Source: an optimization exercise on an open RTL-to-GDS flow (aim: small area and a short achievable clock period). Production flows keep margins and buffers that such runs may drop.
Function was checked by simulation only, so behaviour that the tests miss may differ from the original.
No activity file was given, so power comes from the tool's default toggle rates.

==> flow/design.v, too long to show whole: its modules and the start of the top module <==
// module clock_divider: 1074 lines
// module cd_fa: 4 lines
// module cd_ha: 4 lines
// module cd_pp: 3 lines
// module cd_cy: 3 lines
// module cd_pp2: 3 lines
// module cd_pp1: 3 lines
module clock_divider #(parameter BASE_SPEED = 50000000) (input logic clk, input logic[19:0] speed, input logic reset, output logic outClk);
  // ...
==> flow/run.sh <==
#!/bin/bash
# synth_recipe.tcl (not shown) runs the flow's synth.tcl, then flattens the netlist and writes it again
# the make line also repeats each setting of config.mk as NAME=value (left out here)
make -C /OpenROAD-flow-scripts/flow DESIGN_CONFIG=/design/flow/config.mk WORK_HOME=/design/flow/orfs CLKGATE_MAP_FILE= SYNTH_SCRIPT=/design/flow/synth_recipe.tcl finish
==> flow/config.mk <==
export PLATFORM = sky130hd
export DESIGN_NAME = clock_divider
export DESIGN_NICKNAME = clock_divider
export VERILOG_FILES = /design/flow/design.v
export SDC_FILE = /design/flow/constraint.sdc
export NUM_CORES = 4
export LEC_CHECK = 0
export CAP_MARGIN = 20
export CORE_MARGIN = 2
export CORE_UTILIZATION = 40
export SLEW_MARGIN = 20
export SYNTH_HIERARCHICAL = 1
==> flow/constraint.sdc <==
create_clock -name core_clock -period 140.0 [get_ports {clk}]
set_input_delay 28.0000 -clock core_clock [delete_from_list [all_inputs] [get_ports {clk}]]
set_output_delay 28.0000 -clock core_clock [all_outputs]
set_load 0.01 [all_outputs]
==> run notes, run 1 <==
STA:
- The worst path needs about 65 ns of the cycle, external delays included.
- In this run the tightest slew margin relative to its limit is 0.266.
- The accumulated negative setup slack is 0 ns.
- For the final database, setup skew stands at about 0.0049 ns.
- For the pin with the worst max-slew slack, the measured transition is ~1.1 ns.
- Setup repair after global routing left no endpoint under its margin.

Layout:
- In the final layout, the registers with the most flip-flops are counter x26, shiftReg x4, rstTrigger x1.
- After filler insertion, the fill cell instance count of the layout stands at 1965.
- The finished cells cover 9010 µm².
- The end-of-flow core utilization is 0.447.
- In the layout the commonest cells are 167 x sky130_fd_sc_hd__a222oi_1, 137 x sky130_fd_sc_hd__fa_1, 76 x sky130_fd_sc_hd__ha_1, 60 x sky130_fd_sc_hd__inv_1, 37 x sky130_fd_sc_hd__xnor2_1.
- Among all cell classes, the greatest summed area belongs to multi-input gates.
- The net total in the final layout is 1025.
- In the finished design the tool counted flip-flops and latches totalling 31.

Yosys:
- The number of enable flip-flop cells after synthesis is 0.
- Of the post-synthesis cell area, the dominant cell type holds 0.334.
- The average size of a mapped cell is 10.9 µm².
- Ranked by total cell area, the synthesized netlist is headed by sky130_fd_sc_hd__fa_1 33%, sky130_fd_sc_hd__a222oi_1 20%, sky130_fd_sc_hd__ha_1 12%.
- In the synthesized netlist the async set-or-reset flop fraction comes to 0.
- After technology mapping, the gate count stands at 754.
- After synthesis, the share of cell area in mux cells is 0.0164.
- The count of distinct cell types in the synthesized netlist is 51.

Detailed routing:
- In the routed layout, each cell is associated on average with a via count of 7.29.
- The highest metal layer carrying signal wires in the routed design is met4.
- The number of remaining DRC errors is 0.

Placement:
- The number of I/O port buffers is 22.
- The instance count after placement with tap cells included is 1053.

Setup path:
- The kind of launch point of the worst setup path is an input pin.
- The endpoint type of the worst setup path is an output port.
- The cell repeated most along the worst path is sky130_fd_sc_hd__a21o_1.
- The setup slack of the worst register-to-register path is 129.48 ns.
- Among cell families on the critical path, the largest total delay comes from compound AO/OA/AOI/OAI gates.
- The endpoint of the worst setup timing path is outClk.

Global route:
- The global-route met2 utilization is 0.411.
- The first-pass GRT wire length is 46.2 mm.

Min path:
- The startpoint identified for the worst hold timing path is shiftReg[2].

Clock tree:
- The H-tree was split into 2 levels.
- TritonCTS built the clock tree.
- CTS saw 31 sinks.

Power:
- The largest vdd supply drop is 0.0000383 V.
- In this run the static leakage power is 2.79 nW.
- Power spread over the standard cell area amounts to about 28 nW/µm².

Run status:
- The flow ran to the end and the layout has no timing, DRC or antenna violations.

Floorplanning:
- The region available for standard cell placement spans 20200 µm².

Flow run:
- The count of maximum capacitance violations is 0.
==> run 2: changes to the inputs <==
==> flow/flow/run.sh (new file) <==
#!/bin/bash
# The standard layout (standard.sh, the standard flow's own ORFS run, unchanged synthesis),
# with one change: the buffers that placement puts on every input and output
# port are sky130_fd_sc_hd__buf_2 cells instead of the cell buffer_ports picks
# by default (a slow clkdlybuf4s50_1 delay buffer).
set -euo pipefail
printf '\nexport BUFFER_PORTS_ARGS = -buffer_cell sky130_fd_sc_hd__buf_2\n' >> config.mk
bash standard.sh finish > flow_make.log 2>&1
==> flow/standard.sh (new file) <==
#!/bin/bash
# synth_recipe.tcl (not shown) runs the flow's synth.tcl, then flattens the netlist and writes it again
# the make line also repeats each setting of config.mk as NAME=value (left out here)
make -C /OpenROAD-flow-scripts/flow DESIGN_CONFIG=/design/flow/config.mk WORK_HOME=/design/flow/orfs CLKGATE_MAP_FILE= SYNTH_SCRIPT=/design/flow/synth_recipe.tcl "${@:-finish}"
--- a/flow/config.mk
+++ b/flow/config.mk
@@ -8,5 +8,9 @@
 export CAP_MARGIN = 20
 export CORE_MARGIN = 2
-export CORE_UTILIZATION = 40
+export CORE_UTILIZATION = 25
+export CTS_BUF_LIST = sky130_fd_sc_hd__clkbuf_2 sky130_fd_sc_hd__clkbuf_4
+export PLACE_DENSITY = 0.3
 export SLEW_MARGIN = 20
 export SYNTH_HIERARCHICAL = 1
+
+export BUFFER_PORTS_ARGS = -buffer_cell sky130_fd_sc_hd__buf_2
removed: flow/run.sh
==> run notes, run 2 <==
Run status:
- The flow ran to the end and the layout has no timing, DRC or antenna violations.

Setup path:
- The cell with the largest stage delay on the worst path is sky130_fd_sc_hd__buf_2.
- The setup slack of the worst register-to-register path came to 129.01 ns (-0.47 ns).
- The cell repeated most along the worst path is sky130_fd_sc_hd__a21o_1.
- The largest single stage delay on the critical path is approximately 0.53 ns.
- In this run the worst setup path terminates at outClk.
- The kind of launch point of the worst setup path is an input pin.
- Measured in cells, the most critical reg-to-reg path has a length of 42.
- In this run the critical register-to-register path is launched from counter[0].
- The worst setup path is captured at an output port.
- Along the worst path, the maximum fanout reaches 27.
- The required arrival time at the worst endpoint is 112.00 ns.
- The endpoint identified for the worst register-to-register timing path is counter[2].
- The setup path with the least slack is of type input pin to output port.
- The launch point of the critical path is speed[2].
- The worst path arrival time is 36.59 ns.

Global route:
- The initial antenna violation count is 0.
- The global-route congestion overflow total is 0.
- The pin count of the biggest net entering global routing is 30.
- Across every metal layer, demand over resource in global routing totals 0.221.
- The number of global-route vias before repair was 8209.
- The first-pass GRT wire length is 55.6 mm (+20%).

Floorplanning:
- The die covers 34300 µm².
- Row generation in the floorplan step produced 66 rows.
- For this configuration, the core starts out at a cell density of 0.253.
- In this run the vertical extent of the chip is 185 µm.
- The core footprint is 32500 µm² (+61%).
- The number of primary I/O pins is 23.
- The chip width is around 190 µm.

Detailed routing:
- Before antenna repair, the detailed router went through 10 iterations.
- The count of nets left with antenna violations after detail routing is 0.
- The detailed router finished its first iteration with 1686 violations.
- After detailed routing, the total wire length is 37.6 mm.
- The detailed router placed 7720 vias in this run.
- The routed via count divided by cell count is 6.30 (-14%).
- Dividing the detail-routed wire length by the instance count gives 30.7 µm.
- The number of remaining DRC errors came to 0 (unchanged).

Clock tree:
- The clock sink count was 31 (unchanged).
- The insertion delay to the later sink of the worst-skew pair is 0.34 ns.
- The number of levels the H-tree was split into is 2 (unchanged).
- The cell sitting at the root of the clock tree is a sky130_fd_sc_hd__clkbuf_4.
- Clock-pin slew was measured on the worst setup and hold paths at 0.10 ns.
- The CTS buffer count is 5.
- The number of gates given a new drive strength after cts is 0.
- For this design, the CTS-stage hold fixing added 0 buffers.
- The buffers inserted during post-CTS setup optimization is 0.
- TritonCTS built the clock tree.
- The number of buffers between clock root and the deepest sink is 2.

Yosys:
- The proportion of synthesized area in mux cells was 0.0164 (unchanged).
- By area, the combinational part of the netlist is dominated by adder cells.
- Of the total synthesized cell area, the portion taken by XOR and XNOR cells is 0.0533.
- Of the total synthesized cell area, the portion taken by full adders, half adders and majority gates is 0.449.
- The proportion of netlist area held by the largest area contributor is 0.334 (unchanged).
- By instance count, the leading cell after synthesis is sky130_fd_sc_hd__a222oi_1.
- During synthesis, Yosys emitted a total of 7 warnings.
- The average size of a mapped cell is 10.9 µm² (unchanged).
- The number of enable flip-flop cells after synthesis is 0 (unchanged).
- Counting every net in the synthesized netlist gives 989.
- The area share of and/or/nand/nor cells after synthesis is 0.0799.
- The post-synth design cell area is 8220 µm².
- The proportion of register bits with asynchronous set or reset after synthesis is 0 (unchanged).
- The synthesis-stage register bit count is 31.
- The synthesized instance count is 754 (unchanged).
- The count of distinct cell types in the synthesized netlist is 51 (unchanged).
- Ranked by total cell area, the synthesized netlist is headed by sky130_fd_sc_hd__fa_1 33%, sky130_fd_sc_hd__a222oi_1 20%, sky130_fd_sc_hd__ha_1 12%.
- In the synthesized netlist the dominant register cell turns out to be sky130_fd_sc_hd__dfxtp_1.
- The share of the Yosys chip area taken by registers is 0.0755.
- sky130_fd_sc_hd__fa_1 takes more of the synthesized area than any other cell.
- The compound-gate portion of the synthesized area is 0.290.
- The commonest cells after synthesis are 167 x sky130_fd_sc_hd__a222oi_1, 137 x sky130_fd_sc_hd__fa_1, 76 x sky130_fd_sc_hd__ha_1, 60 x sky130_fd_sc_hd__inv_1, 37 x sky130_fd_sc_hd__xnor2_1.

STA:
- The shortest clock period the worst path allows after layout is 64.59 ns (-0.680 ns).
- The measured slew at the worst slew-check pin is 1.16 ns (+0.0607 ns).
- The accumulated negative setup slack is 0 ns (unchanged).
- The worst clock skew is 0.00953 ns (+0.00458 ns).
- The total of endpoints with negative setup slack in the final report is 0.
- The remaining max-slew budget at the tightest pin is 0.228 (-0.0372).
- Setup repair after global routing left no endpoint under its margin.
- The number of max-slew violations in the final report is 0.
- Timing would allow up to 15.5 MHz.
- In the finished design, the share of the clock period the worst path needs comes to 0.461.
- The final hold violation count was 0.

Power:
- The areal power density over the cells is 27.0 nW/µm² (-3.0%).
- Of the total power, the share spent switching nets is 0.583.
- The share of total power dissipated in combinational logic is 0.936.
- The static leakage was 2.71 nW (-3.0%).
- The switching power summed over all nets is 141 µW.
- The fraction of power consumed by sequential logic is 0.042.
- The largest vdd supply drop is 0.0000244 V (-36%).
- Cell internal power was estimated by the tool at 101 µW.
- The share of total power dissipated in the clock network is 0.021.
- The overall power is 242 µW.

Layout:
- The register name with the most flops is counter.
- The most common cell after layout, fill and taps aside is sky130_fd_sc_hd__a222oi_1.
- In the final layout, the registers with the most flip-flops are counter x26, shiftReg x4, rstTrigger x1.
- The number of filler instances in the final layout came to 3422 (+74%).
- In the layout the commonest cells are 167 x sky130_fd_sc_hd__a222oi_1, 137 x sky130_fd_sc_hd__fa_1, 76 x sky130_fd_sc_hd__ha_1, 60 x sky130_fd_sc_hd__inv_1, 37 x sky130_fd_sc_hd__xnor2_1.
- Registers take 621 µm².
- The relative area change from synthesis to final layout is 9.01%.
- The fraction of final layout cells sized beyond drive strength 1 is 0.102.
- 0 antenna diodes ended up in the layout.
- The register with the most flip-flops in the layout has 26 of them.
- The net total in the final layout came to 1017 (-0.78%).
- The footprint of the multi-input gates is 7310 µm².

Min path:
- The class of the worst hold path is register to register.

Placement:
- The number of I/O port buffers is 22 (unchanged).
- Detailed placement finished with a half-perimeter wire length of 27.9 mm.
- At the end of routability-driven placement, the weighted congestion stood at 0.806.

Flow run:
- The count of maximum capacitance violations is 0 (unchanged).
==> run 2: changes by cell type in the layout (fill, tap and decap cells not counted), sizes merged <==
cell,before,now
clkinv,0,2
clkdlybuf4s50,22,0
buf,19,33
diode,1,0
clkbuf,8,5
clkinvlp,0,1
==> run 2: worst min-delay path by stage <==
stage,cells after the start,from,slack (ns),endpoint
global placement,0,shiftReg[1],0.33,shiftReg[2]
global route,0,shiftReg[2],0.36,shiftReg[3]
finish,0,shiftReg[2],0.35,shiftReg[3]
CTS,0,shiftReg[2],0.36,shiftReg[3]
detailed placement,0,shiftReg[1],0.34,shiftReg[2]
floorplan,0,shiftReg[0],0.32,shiftReg[1]
==> run 2: metrics by stage <==
step                setup WS [ns]  instances  utilization  hold WS, ns  cell area (µm²)
detailed placement          75.43       1217        0.274        0.340             8900
finish                      75.41       1225        0.276        0.353             8960
global placement            75.55       1217        0.274        0.331             8900
CTS                         75.40       1225        0.276        0.356             8950
floorplan                   77.12        754            -        0.324             8220
global route                74.92       1225        0.276        0.364             8960
==> run 2: power groups by stage <==
stage | registers [mW] | clock network, mW | logic, mW
6_report | 0.0103 | 0.00517 | 0.226
5_1_grt | 0.0104 | 0.00603 | 0.252
4_1_cts | 0.0103 | 0.00563 | 0.230
3_5_place_dp | 0.0105 | 0 | 0.228
3_3_place_gp | 0.0104 | 0 | 0.229
2_1_floorplan | 0.0101 | 0 | 0.168
==> run 2: final cells by class <==
class                      count  area share
clock buffer                   5     0.00419
timing repair buffer          33      0.0215
tap                          442      0.0617
clock inverter                 3     0.00168
sequential                    31      0.0693
inverter                      60      0.0251
multi-input combinational    651       0.816
==> run 2: kinds of logic (layout without fill, tap and decap cells) <==
family,count (synthesis),count (layout)
DFF,31,31
xor gates and xnor gates,50,50
AOI/OAI and AO/OA,262,262
adders and majority gates,213,213
muxes,12,12
and+or+nand+nor,114,114
buffers and inverters,72,101
==> run 2: Yosys stat by module, one instance, submodules excluded <==
module | times used | area (µm²) | cells inside
clock_divider | 1 | 2840 | 362
cd_fa | 137 | 20.0 | 1
cd_cy | 24 | 7.51 | 1
cd_pp2 | 13 | 12.5 | 1
cd_pp | 166 | 10.0 | 1
cd_ha | 48 | 12.5 | 1
cd_pp1 | 4 | 8.76 | 1
==> run 2: worst max-delay path, delay by kind of cell <==
kind	cells	cell delay, ns
buf+inv	3	1.19
xor+xnor	2	0.39
fa+ha+maj	3	1.08
simple gates	3	0.98
compound gates	25	4.92
==> run 2: layer usage <==
layer  part of all wire  vias to the layer above  global-route usage
met5                  0                        -                   0
met4              0.022                        0              0.0603
met3              0.079                       57              0.0379
met2               0.48                      436               0.370
met1               0.42                     4029               0.293
li1                   -                     3198                   -

separate check: timing with driven ports:
How much do the figures lean on ideal ports? The routed layouts below were timed once more, with nothing changed but the port constraints. Step 1 assumes that a clkbuf_16 drives the clock port and a buf_2 every other input. Step 2, shift: input delay + t, output delay - t, t = (earliest + latest rising clock arrival at the registers) / 2. This alone moves slack from input paths to output paths. Slacks: no drivers / after step 1 / after step 2; pairs: no drivers / after step 1.
| run | t, ns | setup WS [ns] | hold slack, ns | worst slew at a driven data input, ns | pins driven straight from the clock port |
|---|---|---|---|---|---|
| run 1 | 0.301 | 74.728 / 74.704 / 74.704 | 0.345 / 0.345 / 0.345 | 0.03 | 1 |
| run 2 | 0.359 | 75.408 / 75.367 / 75.367 | 0.353 / 0.353 / 0.353 | 0.04 | 1 |
After both steps setup and hold are still met in every run listed. For run 2, which loses most, drivers alone change the setup slack by -0.041 ns; drivers and shift together by -0.041 ns.
